Source: an optimization exercise on an open RTL-to-GDS flow (aim: small area). Production flows keep margins and buffers that such runs may drop.
Function was checked by simulation only, so behaviour that the tests miss may differ from the original.
No activity file was given, so power comes from the tool's default toggle rates.

## ALU
module ALU(A, B, OP_SELECT, OUT, clk);
	input  [31:0] A, B;
	input  [3:0]  OP_SELECT;
	input         clk;
	output [63:0] OUT;
	localparam DEPTH = 35;
	reg [31:0] a, b;
	reg [3:0]  op;
	always @(posedge clk) begin
		a  <= A;
		b  <= B;
		op <= OP_SELECT;
	end
	wire [63:0] x1, y1;
	wire        d1;
	alu_stage1 s1(.a(a), .b(b), .op(op), .x(x1), .y(y1), .drop(d1));
	reg [63:0] x2, y2;
	reg        d2;
	reg [3:0]  op2;
	always @(posedge clk) begin
		x2  <= x1;
		y2  <= y1;
		d2  <= d1;
		op2 <= op;
	end
	wire [63:0] res;
	alu_stage2 s2(.x(x2), .y(y2), .drop(d2), .op(op2), .res(res));
	reg [64*DEPTH-1:0] pipe;
	always @(posedge clk)
		pipe <= {pipe[64*(DEPTH-1)-1:0], res};
	assign OUT = pipe[64*DEPTH-1:64*(DEPTH-1)];
endmodule
Size: ~7,000 cells after synthesis, about 130 I/O pins.
clock: 6.0 ns
lec_check: 0
abc_area: 1
cap_margin: 20
core_margin: 2
core_utilization: 65
cts_cluster_diameter: 100
cts_cluster_size: 24
slew_margin: 20
run.sh (not shown) runs the stock make flow with config.mk's settings and CLKGATE_MAP_FILE= SYNTH_SCRIPT=/design/flow/synth_recipe.tcl, a recipe that flattens the netlist after the stock synthesis.
The starting point passed the timing, DRC and antenna checks.
Next try:
==> flow/flow/run.sh (new file) <==
#!/bin/bash
# The standard layout (standard.sh, unchanged synthesis), with two
# changes to how the layout is made:
#  - clock tree synthesis adds no dummy loads and clusters up to 24 sinks
#    per leaf buffer, so the clock tree uses fewer buffers;
#  - the port buffers are buf_2 cells instead of the resizer's pick.
# standard.sh's full output goes to standard.log in this folder; ORFS's own
# per-step logs are under orfs/logs/.
set -euo pipefail
export CTS_ARGS="-sink_clustering_enable -repair_clock_nets -dont_use_dummy_load -sink_clustering_size 24 -sink_clustering_max_diameter 100"
export BUFFER_PORTS_ARGS="-buffer_cell sky130_fd_sc_hd__buf_2"
bash standard.sh > standard.log 2>&1
==> flow/standard.sh (new file) <==
#!/bin/bash
# synth_recipe.tcl (not shown) runs the flow's synth.tcl, then flattens the netlist and writes it again
# the make line also repeats each setting of config.mk as NAME=value (left out here)
make -C /OpenROAD-flow-scripts/flow DESIGN_CONFIG=/design/flow/config.mk WORK_HOME=/design/flow/orfs CLKGATE_MAP_FILE= SYNTH_SCRIPT=/design/flow/synth_recipe.tcl "${@:-finish}"
Settings changed: CORE_UTILIZATION 65 to 72, CTS_CLUSTER_DIAMETER 100 to default, CTS_CLUSTER_SIZE 24 to default.
removed: flow/run.sh
What happened: Now the flow ended with an error in global routing (5_1_grt). Synthesized area stays the same. Synthesized cell count stays the same.
Next try:
Settings changed: CORE_UTILIZATION 72 to 65.
The changed run produced a layout that fails on antenna violations.
Synthesized area does not change.
Synthesized cell count is unchanged.

Setup of run 1:
Starting RTL as in the previous note.
==> flow/config.mk <==
export PLATFORM = sky130hd
export DESIGN_NAME = ALU
export DESIGN_NICKNAME = ALU
export VERILOG_FILES = /design/flow/design.v
export SDC_FILE = /design/flow/constraint.sdc
export NUM_CORES = 4
export LEC_CHECK = 0
export ABC_AREA = 1
export CAP_MARGIN = 20
export CORE_MARGIN = 2
export CORE_UTILIZATION = 64
export SLEW_MARGIN = 20
==> flow/constraint.sdc <==
create_clock -name core_clock -period 6.0 [get_ports {clk}]
set_input_delay 1.2000 -clock core_clock [delete_from_list [all_inputs] [get_ports {clk}]]
set_output_delay 1.2000 -clock core_clock [all_outputs]
set_load 0.01 [all_outputs]
standard.sh (not shown) runs the stock make flow with config.mk's settings and CLKGATE_MAP_FILE= SYNTH_SCRIPT=/design/flow/synth_recipe.tcl, a recipe that flattens the netlist after the stock synthesis.
==> flow/flow/run.sh <==
#!/bin/bash
# The standard layout (standard.sh, unchanged synthesis), with two
# changes to how the layout is made:
#  - clock tree synthesis adds no dummy loads and clusters up to 24 sinks
#    per leaf buffer, so the clock tree uses fewer buffers;
#  - the port buffers are buf_2 cells instead of the resizer's pick.
# standard.sh's full output goes to standard.log in this folder; ORFS's own
# per-step logs are under orfs/logs/.
set -euo pipefail
export CTS_ARGS="-sink_clustering_enable -repair_clock_nets -dont_use_dummy_load -sink_clustering_size 24 -sink_clustering_max_diameter 100"
export BUFFER_PORTS_ARGS="-buffer_cell sky130_fd_sc_hd__buf_2"
bash standard.sh > standard.log 2>&1
Every stage of the flow completed for run 1, and the final layout passed the timing, DRC and antenna checks.
Relative to run 1, the following input files were edited for run 2:
--- a/flow/flow/run.sh
+++ b/flow/flow/run.sh
@@ -3,3 +3,3 @@
 # changes to how the layout is made:
-#  - clock tree synthesis adds no dummy loads and clusters up to 24 sinks
+#  - clock tree synthesis adds no dummy loads and clusters up to 29 sinks
 #    per leaf buffer, so the clock tree uses fewer buffers;
@@ -9,3 +9,3 @@
 set -euo pipefail
-export CTS_ARGS="-sink_clustering_enable -repair_clock_nets -dont_use_dummy_load -sink_clustering_size 24 -sink_clustering_max_diameter 100"
+export CTS_ARGS="-sink_clustering_enable -repair_clock_nets -dont_use_dummy_load -sink_clustering_size 29 -sink_clustering_max_diameter 110"
 export BUFFER_PORTS_ARGS="-buffer_cell sky130_fd_sc_hd__buf_2"
Results
Compared with run 1, run 2 shows highest clock frequency the design can meet that has gone down slightly. Proportion of power drawn by combinational gates sits higher in run 2 than in run 1. Run 2 vs run 1: post-route standard cell area excluding fillers down slightly. Utilization (run 2 over run 1): decrease, 0.33 points. Looking at proportion of layout cells with a drive suffix above 1, run 2 sits 0.22 points below run 1. The worst hold margin of run 2 is higher than that of run 1.
Edits applied to the flow inputs when going from run 2 to run 3:
--- a/flow/flow/run.sh
+++ b/flow/flow/run.sh
@@ -3,3 +3,3 @@
 # changes to how the layout is made:
-#  - clock tree synthesis adds no dummy loads and clusters up to 29 sinks
+#  - clock tree synthesis adds no dummy loads and clusters up to 27 sinks
 #    per leaf buffer, so the clock tree uses fewer buffers;
@@ -9,3 +9,3 @@
 set -euo pipefail
-export CTS_ARGS="-sink_clustering_enable -repair_clock_nets -dont_use_dummy_load -sink_clustering_size 29 -sink_clustering_max_diameter 110"
+export CTS_ARGS="-sink_clustering_enable -repair_clock_nets -dont_use_dummy_load -sink_clustering_size 27 -sink_clustering_max_diameter 105"
 export BUFFER_PORTS_ARGS="-buffer_cell sky130_fd_sc_hd__buf_2"
Run 3 falls short of run 2 in hold slack.
Re TritonCTS buffer count: run 2 and run 3 aren't equal, and the higher value belongs to run 3.
The utilization after layout was comparable across run 2 and run 3.
The leakage dissipation of run 3 and that of run 2 are within noise of each other.
Taking run 2 as the reference, in run 3 number of fillers in the final layout saw a decrease, multi-input logic area saw little to no change, total of clock buffers placed in the layout saw an increase, proportion of total power due to net switching saw little to no change.
Looking at share of the cycle needed by the critical path after routing across run 2 and run 3, the one that comes out higher is run 2.
> inputs changed (run 3 -> run 4)
Settings: CORE_UTILIZATION now 65, was 64; CTS_CLUSTER_DIAMETER now 105, previously not set; CTS_CLUSTER_SIZE now 27, previously not set.
==> flow/run.sh (new file) <==
#!/bin/bash
# synth_recipe.tcl (not shown) runs the flow's synth.tcl, then flattens the netlist and writes it again
# the make line also repeats each setting of config.mk as NAME=value (left out here)
make -C /OpenROAD-flow-scripts/flow DESIGN_CONFIG=/design/flow/config.mk WORK_HOME=/design/flow/orfs CLKGATE_MAP_FILE= SYNTH_SCRIPT=/design/flow/synth_recipe.tcl finish
removed: flow/flow/run.sh
removed: flow/standard.sh
[summary]
Summary of run 4 over run 3: fmax was more or less identical, non-clock buffer count went down by 30, clock skew went down by 39 ps, cell area went up by about 0.9%, ratio of final minimum period to clock period went up by 0.22 points. As far as clock slew seen by the registers of the worst setup and hold paths is concerned, run 3 and run 4 perform about the same. Critical path depth delta for run 4 relative to run 3: 6 lower.

-- afterwards: timing with drivers on the ports --
The results above use ideal ports. As a check the final layouts listed here were re-extracted and re-timed, cells and wires unchanged.
Step 1 (the two cells are an assumption about what drives the block):
set clk [get_ports {clk}]
set_driving_cell -lib_cell sky130_fd_sc_hd__clkbuf_16 $clk
set_driving_cell -lib_cell sky130_fd_sc_hd__buf_2 [delete_from_list [all_inputs] $clk]
Step 2 also shifts input and output timing later by t, the mid clock arrival at the registers, as if the neighbouring blocks saw the same clock.
Three values: ideal ports, drivers, drivers and shift; two values: the first two.
run	t (ns)	setup WS [ns]	hold WS [ns]	worst setup path after step 2	worst register clock-pin slew, ns
the first run of note 1	0.843	0.275 / 0.275 / 0.275	0.306 / 0.306 / 0.306	register to register	0.11 / 0.11
the third run of note 1	0.801	0.221 / 0.221 / 0.221	0.280 / 0.280 / 0.280	register to register	0.11 / 0.11
run 1	0.787	0.246 / 0.246 / 0.246	0.242 / 0.242 / 0.242	register to register	0.10 / 0.10
run 2	0.773	0.222 / 0.222 / 0.222	0.275 / 0.275 / 0.275	register to register	0.12 / 0.12
run 3	0.803	0.244 / 0.244 / 0.244	0.265 / 0.265 / 0.265	register to register	0.11 / 0.11
run 4	0.841	0.231 / 0.231 / 0.231	0.304 / 0.304 / 0.304	register to register	0.12 / 0.12
